From an optimization exercise on the open Yosys and OpenROAD flow, aimed at a short achievable clock period and few clock cycles; shortcuts taken in it are not production practice.
The RTL was checked by simulation tests, not by an equivalence proof against the original design.
No activity file was given, so power comes from the tool's default toggle rates.

==> inputs of job 3305 <==
Design processor, start of the top module:
module processor(clock,reset,enter,dataIn,dataOut,halt,progWe,progAddr,memOut,inReq);
	parameter W = 2;      
	parameter INMAX = 2;  
	parameter JIN = 1;    
	input clock,reset,enter;
	input [7:0]dataIn;
	output wire [7:0]dataOut;
	output wire halt;
	input progWe;
	input [4:0]progAddr;
	output wire [7:0]memOut;
	output wire inReq;
	reg [7:0]M[31:0];
	reg [7:0]A;
	reg [4:0]PC;
	reg [8*W-1:0]I, O;
	reg [31:0]PH;          
	reg [32*W-1:0]IH;      
	reg V, halted;
	reg W0;    
	wire VV = V | W0;
	wire run = VV & ~halted;
	assign memOut = M[progAddr];
	assign halt = halted;
	assign dataOut = A;
	wire [255:0]MF;
	genvar g, h;
	generate
		for(g = 0; g < 32; g = g + 1) begin : mf
			assign MF[8*g +: 8] = M[g];
		end
	endgenerate
	function [31:0]oh;
		input [4:0]x;
		oh = 32'd1 << x;
	endfunction
	function [31:0]rotl;
		input [31:0]x;
		input integer r;
		rotl = (x << r) | (x >> (32 - r));
	endfunction
	function [7:0]rdoh;
		input [255:0]mem;
		input [31:0]sel;
		integer b;
		begin
			rdoh = 8'd0;
			for(b = 0; b < 32; b = b + 1)
				rdoh = rdoh | (mem[8*b +: 8] & {8{sel[b]}});
		end
	endfunction
	function [7:0]add8;
		input [7:0]x, y;
		input ci;
		reg [7:0]g, p, gg, pp;
		integer b, d;
		begin
			g = x & y;
			p = x ^ y;
			g[0] = g[0] | (p[0] & ci);
			gg = g;
			pp = p;
			for(d = 1; d < 8; d = d * 2)
				for(b = 7; b >= d; b = b - 1) begin
					gg[b] = gg[b] | (pp[b] & gg[b-d]);
					pp[b] = pp[b] & pp[b-d];
				end
			add8 = p ^ {gg[6:0], ci};
		end
	endfunction
	wire [8*W-1:0]sw, so;       
	wire [8*W*W-1:0]tw, to;     
	generate
		for(g = 0; g < W; g = g + 1) begin : rd
			assign sw[8*g +: 8] = rdoh(MF, (VV & reset) ? rotl(PH, W + g) : rotl(PH, g));
			assign so[8*g +: 8] = rdoh(MF, oh(sw[8*g +: 5]));
			for(h = 0; h < W; h = h + 1) begin : tr
				if(h == 0) begin : t0
					assign tw[8*(W*g) +: 8] = O[8*g +: 8];
				end else begin : tn
					assign tw[8*(W*g+h) +: 8] = rdoh(MF, rotl(IH[32*g +: 32], h));
				end
				assign to[8*(W*g+h) +: 8] = rdoh(MF, oh(tw[8*(W*g+h) +: 5]));
			end
		end
	endgenerate
	reg [W-1:0]st, hl, in, rdop, rs, sb, jz, jp;
	reg [5*W-1:0]ad;
	reg [8*W-1:0]opd, opdF;    
	integer k, j, i;
	always @* begin
		for(k = 0; k < W; k = k + 1) begin
			ad[5*k +: 5] = I[8*k +: 5];
			st[k] = I[8*k+5 +: 3] == 3'd1;
			hl[k] = I[8*k+5 +: 3] == 3'd7;
  ...
clock: 6.0 ns
lec_check: 0
abc_clock_period_in_ps: 4000
cap_margin: 20
core_margin: 2
core_utilization: 20
setup_slack_margin: 1.6
slew_margin: 20
run.sh (not shown) runs the stock make flow with config.mk's settings and CLKGATE_MAP_FILE= SYNTH_SCRIPT=/design/flow/synth_recipe.tcl, a recipe that flattens the netlist after the stock synthesis.
==> job 4642 (differences from job 3305) <==
--- a/flow/design.v
+++ b/flow/design.v
@@ -1,8 +1,8 @@
 module processor(clock,reset,enter,dataIn,dataOut,halt,progWe,progAddr,memOut,inReq);
-	parameter W = 2;      
-	parameter INMAX = 2;  
+	parameter W = 1;      
+	parameter INMAX = 1;  
 	parameter JIN = 1;    
 	input clock,reset,enter;
 	input [7:0]dataIn;
 	output wire [7:0]dataOut;
 	output wire halt;
@@ -15,13 +15,11 @@
 	reg [4:0]PC;
 	reg [8*W-1:0]I, O;
 	reg [31:0]PH;          
 	reg [32*W-1:0]IH;      
 	reg V, halted;
-	reg W0;    
-	wire VV = V | W0;
-	wire run = VV & ~halted;
+	wire run = V & ~halted;
 	assign memOut = M[progAddr];
 	assign halt = halted;
 	assign dataOut = A;
 	wire [255:0]MF;
 	genvar g, h;
@@ -70,11 +68,11 @@
 	endfunction
 	wire [8*W-1:0]sw, so;       
 	wire [8*W*W-1:0]tw, to;     
 	generate
 		for(g = 0; g < W; g = g + 1) begin : rd
-			assign sw[8*g +: 8] = rdoh(MF, (VV & reset) ? rotl(PH, W + g) : rotl(PH, g));
+			assign sw[8*g +: 8] = rdoh(MF, V ? rotl(PH, W + g) : rotl(PH, g));
 			assign so[8*g +: 8] = rdoh(MF, oh(sw[8*g +: 5]));
 			for(h = 0; h < W; h = h + 1) begin : tr
 				if(h == 0) begin : t0
 					assign tw[8*(W*g) +: 8] = O[8*g +: 8];
 				end else begin : tn
@@ -177,11 +175,11 @@
 			if(in[k] & (anyin | k >= INMAX)) hz = 1'b1;
 			if(JIN & (jz[k] | jp[k]) & anyin) hz = 1'b1;
 			stop = stop | hz;
 			ok[k] = ~stop;
 			anyin = anyin | in[k];
-			ex[k] = ok[k] & (enter | ~anyin) & reset;
+			ex[k] = ok[k] & (enter | ~anyin);
 			stop = stop | tk[k] | hl[k];
 		end
 	end
 	reg inr;
 	always @* begin
@@ -265,43 +263,34 @@
 					nV = qV[k];
 				end
 			end
 	end
 	reg [32*W-1:0]fH;
-	reg [8*W-1:0]fO;
-	reg [31:0]wmask;
-	always @* begin
-		wmask = 32'd0;
-		for(i = 0; i < W; i = i + 1) begin
+	always @*
+		for(i = 0; i < W; i = i + 1)
 			fH[32*i +: 32] = oh(sw[8*i +: 5]);
-			fO[8*i +: 8] = (progWe & progAddr == sw[8*i +: 5]) ? dataIn : so[8*i +: 8];
-			wmask = wmask | rotl(PH, i);
-		end
-	end
-	always @(posedge clock)
-		W0 <= ~reset & ~(progWe & |(oh(progAddr) & wmask));
 	integer m;
 	always @(posedge clock, negedge reset)
 		if(!reset) begin
 			A <= 8'd0;
 			PC <= 5'd0;
 			V <= 1'b0;
 			halted <= 1'b0;
 			PH <= 32'd1;
-		end else if(!VV) begin
+		end else if(!V) begin
 			V <= 1'b1;
 		end else if(any) begin
 			A <= nA;
 			PC <= nPC;
 			PH <= nP;
 			halted <= nhalt;
 			V <= nV;
 		end
 	always @(posedge clock)
-		if(!reset | !VV) begin
+		if(!V) begin
 			I <= sw;
-			O <= fO;
+			O <= so;
 			IH <= fH;
 		end else if(any) begin
 			I <= nI;
 			O <= nO;
 			IH <= nH;
- CORE_UTILIZATION: 20 -> 30
- SETUP_SLACK_MARGIN: 1.6 -> 1.0
==> job 7899 (differences from job 3305) <==
--- a/flow/design.v
+++ b/flow/design.v
@@ -1,8 +1,8 @@
 module processor(clock,reset,enter,dataIn,dataOut,halt,progWe,progAddr,memOut,inReq);
-	parameter W = 2;      
-	parameter INMAX = 2;  
+	parameter W = 1;      
+	parameter INMAX = 1;  
 	parameter JIN = 1;    
 	input clock,reset,enter;
 	input [7:0]dataIn;
 	output wire [7:0]dataOut;
 	output wire halt;
@@ -15,13 +15,11 @@
 	reg [4:0]PC;
 	reg [8*W-1:0]I, O;
 	reg [31:0]PH;          
 	reg [32*W-1:0]IH;      
 	reg V, halted;
-	reg W0;    
-	wire VV = V | W0;
-	wire run = VV & ~halted;
+	wire run = V & ~halted;
 	assign memOut = M[progAddr];
 	assign halt = halted;
 	assign dataOut = A;
 	wire [255:0]MF;
 	genvar g, h;
@@ -70,11 +68,11 @@
 	endfunction
 	wire [8*W-1:0]sw, so;       
 	wire [8*W*W-1:0]tw, to;     
 	generate
 		for(g = 0; g < W; g = g + 1) begin : rd
-			assign sw[8*g +: 8] = rdoh(MF, (VV & reset) ? rotl(PH, W + g) : rotl(PH, g));
+			assign sw[8*g +: 8] = rdoh(MF, V ? rotl(PH, W + g) : rotl(PH, g));
 			assign so[8*g +: 8] = rdoh(MF, oh(sw[8*g +: 5]));
 			for(h = 0; h < W; h = h + 1) begin : tr
 				if(h == 0) begin : t0
 					assign tw[8*(W*g) +: 8] = O[8*g +: 8];
 				end else begin : tn
@@ -177,11 +175,11 @@
 			if(in[k] & (anyin | k >= INMAX)) hz = 1'b1;
 			if(JIN & (jz[k] | jp[k]) & anyin) hz = 1'b1;
 			stop = stop | hz;
 			ok[k] = ~stop;
 			anyin = anyin | in[k];
-			ex[k] = ok[k] & (enter | ~anyin) & reset;
+			ex[k] = ok[k] & (enter | ~anyin);
 			stop = stop | tk[k] | hl[k];
 		end
 	end
 	reg inr;
 	always @* begin
@@ -265,43 +263,34 @@
 					nV = qV[k];
 				end
 			end
 	end
 	reg [32*W-1:0]fH;
-	reg [8*W-1:0]fO;
-	reg [31:0]wmask;
-	always @* begin
-		wmask = 32'd0;
-		for(i = 0; i < W; i = i + 1) begin
+	always @*
+		for(i = 0; i < W; i = i + 1)
 			fH[32*i +: 32] = oh(sw[8*i +: 5]);
-			fO[8*i +: 8] = (progWe & progAddr == sw[8*i +: 5]) ? dataIn : so[8*i +: 8];
-			wmask = wmask | rotl(PH, i);
-		end
-	end
-	always @(posedge clock)
-		W0 <= ~reset & ~(progWe & |(oh(progAddr) & wmask));
 	integer m;
 	always @(posedge clock, negedge reset)
 		if(!reset) begin
 			A <= 8'd0;
 			PC <= 5'd0;
 			V <= 1'b0;
 			halted <= 1'b0;
 			PH <= 32'd1;
-		end else if(!VV) begin
+		end else if(!V) begin
 			V <= 1'b1;
 		end else if(any) begin
 			A <= nA;
 			PC <= nPC;
 			PH <= nP;
 			halted <= nhalt;
 			V <= nV;
 		end
 	always @(posedge clock)
-		if(!reset | !VV) begin
+		if(!V) begin
 			I <= sw;
-			O <= fO;
+			O <= so;
 			IH <= fH;
 		end else if(any) begin
 			I <= nI;
 			O <= nO;
 			IH <= nH;
- ABC_CLOCK_PERIOD_IN_PS: 4000 -> 3500
- CORE_UTILIZATION: 20 -> 32
- SETUP_SLACK_MARGIN: 1.6 -> 1.8
==> notes.md <==
status stopped before the end; stage where the run ended global routing (5_1_grt); Err [ERROR GRT-0232] Routing congestion too high. Check the congestion heatmap in the GUI.; final HPWL from detailed placement 568 mm; height of the die 496 um; met2 usage in global routing 77.1%; global routing usage on met3 47.7%; width of the die 496 um; most common cell in the netlist nand2_1
The numbers above come from job 3305.

==> notes.md <==
global routing usage on met3 22.2%; width of the die 283 um; status timing/DRC/antenna clean; final HPWL from detailed placement 145 mm; height of the die 283 um; met2 usage in global routing 69.4%; most common cell in the netlist edfxtp_1; worst hold slack across all endpoints 0.441 ns; pin count of the biggest net entering global routing 91
The numbers above come from job 4642.

==> notes.md <==
capturing point of the worst reg2reg path O[0]; most common cell in the netlist edfxtp_1; met2 usage in global routing 70.6%; height of the die 274 um; number of buffer cells added on primary ports 34; Die Footprint 74900 um2; final HPWL from detailed placement 140 mm; dominant combinational cell family by area after synthesis compound AO/OA/AOI/OAI gates; status timing/DRC/antenna clean; width of the die 274 um; ratio of cells with drive above 1 in the final layout 36.3%; global routing usage on met3 23.1%; number of remaining DRC errors 0; cts repair resizes 179; power in sequential cells 2.67 mW; Primary FF master, synth edfxtp_1
The numbers above come from job 7899.

Testbench counts of job 3305, summed over its fixed seeds: cycles 12,804.
Testbench counts of job 4642, summed over its fixed seeds: cycles 22,607.
Testbench counts of job 7899, summed over its fixed seeds: cycles 22,607.

## what the ideal ports hide
The results above use ideal ports. As a check the final layouts listed here were re-extracted and re-timed, cells and wires unchanged. Step 1 sets driving cells, clkbuf_16 on the clock port and buf_2 on the other inputs (assumed; they add their load-dependent delay and slew). Step 2 moves the port delays by t, midway between the first and last clock arrival at a register: inputs arrive t later, outputs are due t later. That takes back most of the time a late clock gives input paths. a / b / c = no drivers / after step 1 / after step 2; a / b = the first two.
run | shift t [ns] | setup slack, ns | hold slack, ns | latest minus earliest clock arrival (ns) | cell pins on the clock port's net
job 4642 | 0.692 | 0.815 / 0.815 / 0.815 | 0.441 / 0.401 / 0.512 | 0.033 / 0.033 | 1
job 7899 | 0.691 | 1.612 / 1.612 / 1.430 | 0.514 / 0.514 / 0.514 | 0.035 / 0.035 | 1
After both steps every run listed still meets setup and hold. For job 7899, which loses most, drivers alone change the setup slack by 0.000 ns; drivers and shift together by -0.182 ns.
